Source: an optimization exercise on an open RTL-to-GDS flow (aim: small area, a short achievable clock period and few clock cycles per item). Production flows keep margins and buffers that such runs may drop.
Function was checked by simulation only, so behaviour that the tests miss may differ from the original.

==> v1: inputs <==
// geofence
module geofence (clk, reset, X, Y, R, valid, is_inside);
input clk;
input reset;
input [9:0] X;
input [9:0] Y;
input [10:0] R;
output reg valid;
output reg is_inside;
reg [5:0] n;                        
wire [5:0] n_n = (n == 6'd38) ? 6'd0 : n + 6'd1;
reg [2:0] g;                        
wire [2:0] g_n = (n == 6'd38 || g == 3'd5) ? 3'd0 : g + 3'd1;
reg inph;
reg [30:0] ring [0:5];              
reg [9:0] X0, Y0;
integer k;
always @(posedge clk) begin
    for (k = 0; k < 5; k = k + 1) ring[k] <= ring[k+1];
    ring[5] <= inph ? {X, Y, R} : ring[0];
    if (n == 6'd0) begin X0 <= X; Y0 <= Y; end
end
function [2:0] posof;               
    input [2:0] j;
    input [2:0] gg;
    reg [3:0] d;
    begin
        d = {1'b0, j} + 4'd6 - {1'b0, gg};
        posof = (d >= 4'd6) ? d[2:0] - 3'd6 : d[2:0];
    end
endfunction
reg [2:0] rk1, rk2, rk3, rk4, rk5;
function [2:0] lsel;                
    input [2:0] r;
    begin
        lsel = (rk1 == r) ? 3'd1 : (rk2 == r) ? 3'd2 : (rk3 == r) ? 3'd3 :
               (rk4 == r) ? 3'd4 : 3'd5;
    end
endfunction
reg [2:0] posA, posB;
reg       first;                    
wire [2:0] posB_e = first ? posof(lsel(3'd0), g) : posB;
wire [30:0] pA = ring[posA];
wire [30:0] pB = ring[posB_e];
wire [9:0]  ax = pA[30:21], ay = pA[20:11];
wire [10:0] ar = pA[10:0];
wire [9:0]  bx = pB[30:21], by = pB[20:11];
wire [10:0] br = pB[10:0];
reg sload, smul, aph, sph, eph, uvl, aqsh, aacc, tacc, fin, radsum, radodd;
reg [2:0] ci, cj;                   
reg [2:0] li, lj;                   
reg [2:0] asel;                     
function [5:0] pairof;
    input [5:0] nn;
    case (nn)
        6'd3:  pairof = {3'd1, 3'd2};
        6'd4:  pairof = {3'd1, 3'd3};
        6'd5:  pairof = {3'd2, 3'd3};
        6'd6:  pairof = {3'd1, 3'd4};
        6'd7:  pairof = {3'd2, 3'd4};
        6'd8:  pairof = {3'd3, 3'd4};
        6'd9:  pairof = {3'd1, 3'd5};
        6'd10: pairof = {3'd2, 3'd5};
        6'd11: pairof = {3'd3, 3'd5};
  ...
Settings: LEC_CHECK=0, CAP_MARGIN=20, CORE_MARGIN=2, CORE_UTILIZATION=40, SLEW_MARGIN=20; clock period 25.0 ns.
run.sh (not shown) runs the stock make flow with config.mk's settings and CLKGATE_MAP_FILE= SYNTH_SCRIPT=/design/flow/synth_recipe.tcl, a recipe that flattens the netlist after the stock synthesis.
==> v30: changes against v1 <==
==> flow/design.v (replaced) <==
module geofence (clk, reset, X, Y, R, valid, is_inside);
input clk;
input reset;
input [9:0] X;
input [9:0] Y;
input [10:0] R;
output reg valid;
output reg is_inside;
reg [5:0] n;                        
wire [5:0] n_n = (n == 6'd39) ? 6'd0 : n + 6'd1;
reg [2:0] g;                        
wire [2:0] g_n = (n == 6'd39 || g == 3'd5) ? 3'd0 : g + 3'd1;
reg inph;
reg [30:0] ring [0:5];              
reg [9:0] X0, Y0;
integer k;
always @(posedge clk) begin
    for (k = 0; k < 5; k = k + 1) ring[k] <= ring[k+1];
    ring[5] <= inph ? {X, Y, R} : ring[0];
    if (n == 6'd0) begin X0 <= X; Y0 <= Y; end
end
function [2:0] posof;               
    input [2:0] j;
    input [2:0] gg;
    reg [3:0] d;
    begin
        d = {1'b0, j} + 4'd6 - {1'b0, gg};
        posof = (d >= 4'd6) ? d[2:0] - 3'd6 : d[2:0];
    end
endfunction
reg [2:0] rk1, rk2, rk3, rk4, rk5;
wire [2:0] rf1, rf2, rf3, rf4, rf5;    
function [2:0] lsel;                
    input [2:0] r;
    begin
        lsel = (rf1 == r) ? 3'd1 : (rf2 == r) ? 3'd2 : (rf3 == r) ? 3'd3 :
               (rf4 == r) ? 3'd4 : 3'd5;
    end
endfunction
reg [2:0] posA, posB;
wire [30:0] pA = ring[posA];
wire [30:0] pB = ring[posB];
wire [9:0]  ax = pA[30:21], ay = pA[20:11];
wire [10:0] ar = pA[10:0];
wire [9:0]  bx = pB[30:21], by = pB[20:11];
wire [10:0] br = pB[10:0];
reg sload, smul, scmp, aph, sph, eph, uvl, aqsh, aacc, tacc, fin, radsum, radodd;
reg [2:0] ci, cj;                   
reg [2:0] di, dj;                   
reg [2:0] li, lj;                   
reg [2:0] asel;                     
function [5:0] pairof;
    input [5:0] nn;
    case (nn)
        6'd3:  pairof = {3'd1, 3'd2};
        6'd4:  pairof = {3'd1, 3'd3};
        6'd5:  pairof = {3'd2, 3'd3};
        6'd6:  pairof = {3'd1, 3'd4};
        6'd7:  pairof = {3'd2, 3'd4};
        6'd8:  pairof = {3'd3, 3'd4};
        6'd9:  pairof = {3'd1, 3'd5};
        6'd10: pairof = {3'd2, 3'd5};
        6'd11: pairof = {3'd3, 3'd5};
        default: pairof = {3'd4, 3'd5};
    endcase
endfunction
function [2:0] qsel;
    input [2:0] m;
    case (m)
        3'd1: qsel = lsel(3'd0);
        3'd2: qsel = lsel(3'd1);
        3'd3: qsel = lsel(3'd2);
        3'd4: qsel = lsel(3'd3);
        3'd5: qsel = lsel(3'd4);
        default: qsel = 3'd0;
    endcase
endfunction
wire [5:0] cn = n_n - 6'd15;        
reg  [2:0] kA_n;                    
reg  [2:0] jA_n, jB_n;
always @(*) begin
    kA_n = (cn <= 6'd5) ? cn[2:0] : cn[3:1] - 3'd3;
    if (n_n >= 6'd3 && n_n <= 6'd12) begin
        {jA_n, jB_n} = pairof(n_n);
    end else begin
        jA_n = qsel(kA_n);
        jB_n = qsel(kA_n + 3'd1);
    end
end
wire cph_n = (n_n >= 6'd15);
always @(posedge clk or posedge reset) begin
    if (reset) begin
        n <= 6'd0; g <= 3'd0; inph <= 1'b1; valid <= 1'b0;
    end else begin
        n <= n_n; g <= g_n;
        inph <= (n_n <= 6'd5);
        valid <= fin;
    end
end
always @(posedge clk) begin
    posA   <= posof(jA_n, g_n);
    posB   <= posof(jB_n, g_n);
    sload  <= (n_n >= 6'd3) && (n_n <= 6'd12);
    smul   <= (n_n >= 6'd4) && (n_n <= 6'd13);
    {li, lj} <= pairof(n_n);
    {ci, cj} <= {li, lj};
    {di, dj} <= {ci, cj};
    scmp   <= smul;
    aph    <= cph_n && (cn <= 6'd5);
    sph    <= cph_n && (cn >= 6'd6) && (cn <= 6'd16) && !cn[0];
    eph    <= cph_n && (cn >= 6'd7) && (cn <= 6'd17) && cn[0];
    uvl    <= cph_n && (cn >= 6'd11) && (cn <= 6'd21) && cn[0];
    aqsh   <= cph_n && (cn >= 6'd5) && (cn <= 6'd10);
    aacc   <= cph_n && (cn >= 6'd8) && (cn <= 6'd18) && !cn[0];
    tacc   <= cph_n && (cn >= 6'd13) && (cn <= 6'd23) && cn[0];
    fin    <= cph_n && (cn == 6'd23);
    radsum <= (cn <= 6'd7);
    radodd <= cn[0];
    asel   <= (cn == 6'd6 || cn == 6'd16) ? 3'b001 : (cn == 6'd8 || cn == 6'd14) ? 3'b010 : 3'b100;
end
reg  [10:0] oa1, ob1, ob2;
reg  [11:0] oa2;
reg  [21:0] m1r;
reg  [21:0] m2r;
wire signed [10:0] soa1 = oa1, sob1 = ob1, sob2 = ob2;
wire signed [11:0] soa2 = oa2;
wire signed [21:0] m1 = soa1 * sob1;
wire signed [22:0] m2 = soa2 * sob2;
wire signed [21:0] sm1r = m1r, sm2r = m2r;
wire bef = sm1r > sm2r;             
always @(posedge clk) begin
    if (n <= 6'd3) begin
        rk1 <= 3'd0; rk2 <= 3'd0; rk3 <= 3'd0; rk4 <= 3'd0; rk5 <= 3'd0;
    end else begin
        rk1 <= rf1; rk2 <= rf2; rk3 <= rf3; rk4 <= rf4; rk5 <= rf5;
    end
end
wire [2:0] win = bef ? dj : di;     
assign rf1 = rk1 + {2'd0, scmp && win == 3'd1};
assign rf2 = rk2 + {2'd0, scmp && win == 3'd2};
assign rf3 = rk3 + {2'd0, scmp && win == 3'd3};
assign rf4 = rk4 + {2'd0, scmp && win == 3'd4};
assign rf5 = rk5 + {2'd0, scmp && win == 3'd5};
wire [19:0] rad = radsum ? (m1r[19:0] + m2r[19:0]) : (radodd ? m2r[19:0] : m1r[19:0]);
function [21:0] sqstep;    
    input [11:0] rem;
    input [9:0]  root;
    input [1:0]  b;
    reg [13:0] re, tr;
    begin
        re = {rem, b};
        tr = {2'b00, root, 2'b01};
        if (re >= tr) sqstep = {re[11:0] - tr[11:0], root[8:0], 1'b1};
        else          sqstep = {re[11:0], root[8:0], 1'b0};
    end
endfunction
reg [4:0]  q1rem; reg [3:0] q1root; reg [11:0] q1rad;
reg [7:0]  q2rem; reg [6:0] q2root; reg [5:0]  q2rad;
reg [9:0]  qout;
reg [21:0] s1, s2, s3;
always @(*) begin
    s1 = 22'd0;
    s1 = sqstep(s1[21:10], s1[9:0], rad[19:18]);
    s1 = sqstep(s1[21:10], s1[9:0], rad[17:16]);
    s1 = sqstep(s1[21:10], s1[9:0], rad[15:14]);
    s1 = sqstep(s1[21:10], s1[9:0], rad[13:12]);
    s2 = {7'd0, q1rem, 6'd0, q1root};
    s2 = sqstep(s2[21:10], s2[9:0], q1rad[11:10]);
    s2 = sqstep(s2[21:10], s2[9:0], q1rad[9:8]);
    s2 = sqstep(s2[21:10], s2[9:0], q1rad[7:6]);
    s3 = {4'd0, q2rem, 3'd0, q2root};
    s3 = sqstep(s3[21:10], s3[9:0], q2rad[5:4]);
    s3 = sqstep(s3[21:10], s3[9:0], q2rad[3:2]);
    s3 = sqstep(s3[21:10], s3[9:0], q2rad[1:0]);
end
always @(posedge clk) begin
    q1rem <= s1[14:10]; q1root <= s1[3:0]; q1rad <= rad[11:0];
    q2rem <= s2[17:10]; q2root <= s2[6:0]; q2rad <= q1rad[5:0];
    qout <= s3[9:0];
end
reg [9:0]  aq0, aq1, aq2;           
reg [10:0] e2r, e3r;
reg [21:0] A, T;
wire [9:0]  acur = asel[0] ? aq0 : asel[1] ? aq1 : aq2;
wire [12:0] ssum = {3'd0, acur} + {2'd0, ar} + {2'd0, br};
wire [9:0]  Sn = ssum[10:1];
wire [12:0] d1 = {2'd0, ar} + {2'd0, br} - {3'd0, acur};
wire [12:0] d2 = {3'd0, acur} + {2'd0, br} - {2'd0, ar};
wire [12:0] d3 = {3'd0, acur} + {2'd0, ar} + {2'd0, br[10], 10'd0} - {3'd0, br[9:0]};
wire [10:0] e1n = {d1[11] ^ ssum[11], d1[10:1]};
wire [10:0] e2n = {d2[11] ^ ssum[11], d2[10:1]};
wire [10:0] e3n = {d3[11] ^ ssum[11], d3[10:1]};
wire [10:0] dx = {1'b0, ax} - {1'b0, bx};
wire [10:0] dy = {1'b0, ay} - {1'b0, by};
always @(posedge clk) begin
    if (sload) begin
        oa1 <= {1'b0, ax} - {1'b0, X0};
        ob1 <= {1'b0, by} - {1'b0, Y0};
        oa2 <= {1'b0, ay} - {1'b0, Y0};
        ob2 <= {1'b0, bx} - {1'b0, X0};
    end
    if (aph) begin
        oa1 <= dx; ob1 <= dx; oa2 <= {dy[10], dy}; ob2 <= dy;
    end
    if (sph) begin
        oa1 <= {1'b0, Sn}; ob1 <= e1n;
        oa2 <= {2'b00, ax} + {2'b00, bx}; ob2 <= {1'b0, by} - {1'b0, ay};
        e2r <= e2n;
        e3r <= e3n;
    end
    if (eph) begin
        oa2 <= {e2r[10], e2r}; ob2 <= e3r;
    end
    if (uvl) begin
        oa1 <= {1'b0, qout}; ob1 <= {1'b0, s3[9:0]};
    end
    m1r <= m1[21:0];
    m2r <= m2[21:0];
    if (aqsh) begin aq0 <= qout; aq1 <= aq0; aq2 <= aq1; end
    if (n <= 6'd14) begin A <= 22'd0; T <= 22'd0; end
    else begin
        if (aacc) A <= A + m2r;
        if (tacc) T <= T + {2'd0, m1r[19:0]};
    end
    if (fin) is_inside <= (A[21:1] >= (T + {2'd0, m1r[19:0]}));
end
endmodule
==> flow/config.mk (replaced) <==
export PLATFORM = sky130hd
export DESIGN_NAME = geofence
export DESIGN_NICKNAME = geofence
export VERILOG_FILES = /design/flow/design.v
export SDC_FILE = /design/flow/constraint.sdc
export NUM_CORES = 4
export LEC_CHECK = 0
export ABC_AREA = 1
export CAP_MARGIN = 20
export CORE_MARGIN = 2
export CORE_UTILIZATION = 40
export SLEW_MARGIN = 20
==> v2: changes against v1 <==
==> flow/config.mk (replaced) <==
export PLATFORM = sky130hd
export DESIGN_NAME = geofence
export DESIGN_NICKNAME = geofence
export VERILOG_FILES = /design/flow/design.v
export SDC_FILE = /design/flow/constraint.sdc
export NUM_CORES = 4
export LEC_CHECK = 0
export ABC_AREA = 1
export CAP_MARGIN = 20
export CORE_MARGIN = 2
export CORE_UTILIZATION = 40
export SLEW_MARGIN = 20
==> comparison <==
- In v2 the register-to-register slack is lower than in v30, by 1.9 ns.
- The highest non-clock buffer count belongs to v1, the lowest to v30.
- Of v2 and v30, v2 has the higher synthesized cell count (gap about 0.6%, measured against v30).
- Of v30 and v2, v30 has the higher count of clock-buffer cells in the layout (gap 4).
Testbench counts of v1, summed over its fixed seeds: cycles 62,400, items 1,600.
Testbench counts of v30, summed over its fixed seeds: cycles 64,000, items 1,600.
Testbench counts of v2, summed over its fixed seeds: cycles 62,400, items 1,600.

-- static timing again, ports no longer ideal --
No port has a modelled driver above. Below, the same layouts with a new extraction and two added sets of constraints.
Step 1 (the two cells are an assumption about what drives the block):
set clk [get_ports {clk}]
set_driving_cell -lib_cell sky130_fd_sc_hd__clkbuf_16 $clk
set_driving_cell -lib_cell sky130_fd_sc_hd__buf_2 [delete_from_list [all_inputs] $clk]
Step 2 adds t to the input delays and takes it off the output delays; t is the mean of the earliest and latest rising clock arrival at the registers after step 1. Input paths then give back, and output paths get back, about the clock's delay inside the block.
Three values: ideal ports, drivers, drivers and shift; two values: the first two.
run | t, ns | setup slack, ns | hold slack, ns | worst setup path after step 2 | clock arrival spread, ns
v1 | 0.706 | 16.482 / 16.482 / 16.482 | 0.331 / 0.331 / 0.331 | register to register | 0.087 / 0.086
v30 | 0.730 | 18.495 / 18.430 / 18.753 | 0.315 / 0.315 / 0.315 | register to register | 0.060 / 0.061
v2 | 0.724 | 16.824 / 16.824 / 16.824 | 0.324 / 0.324 / 0.324 | register to register | 0.065 / 0.065
After both steps every run listed still meets setup and hold.
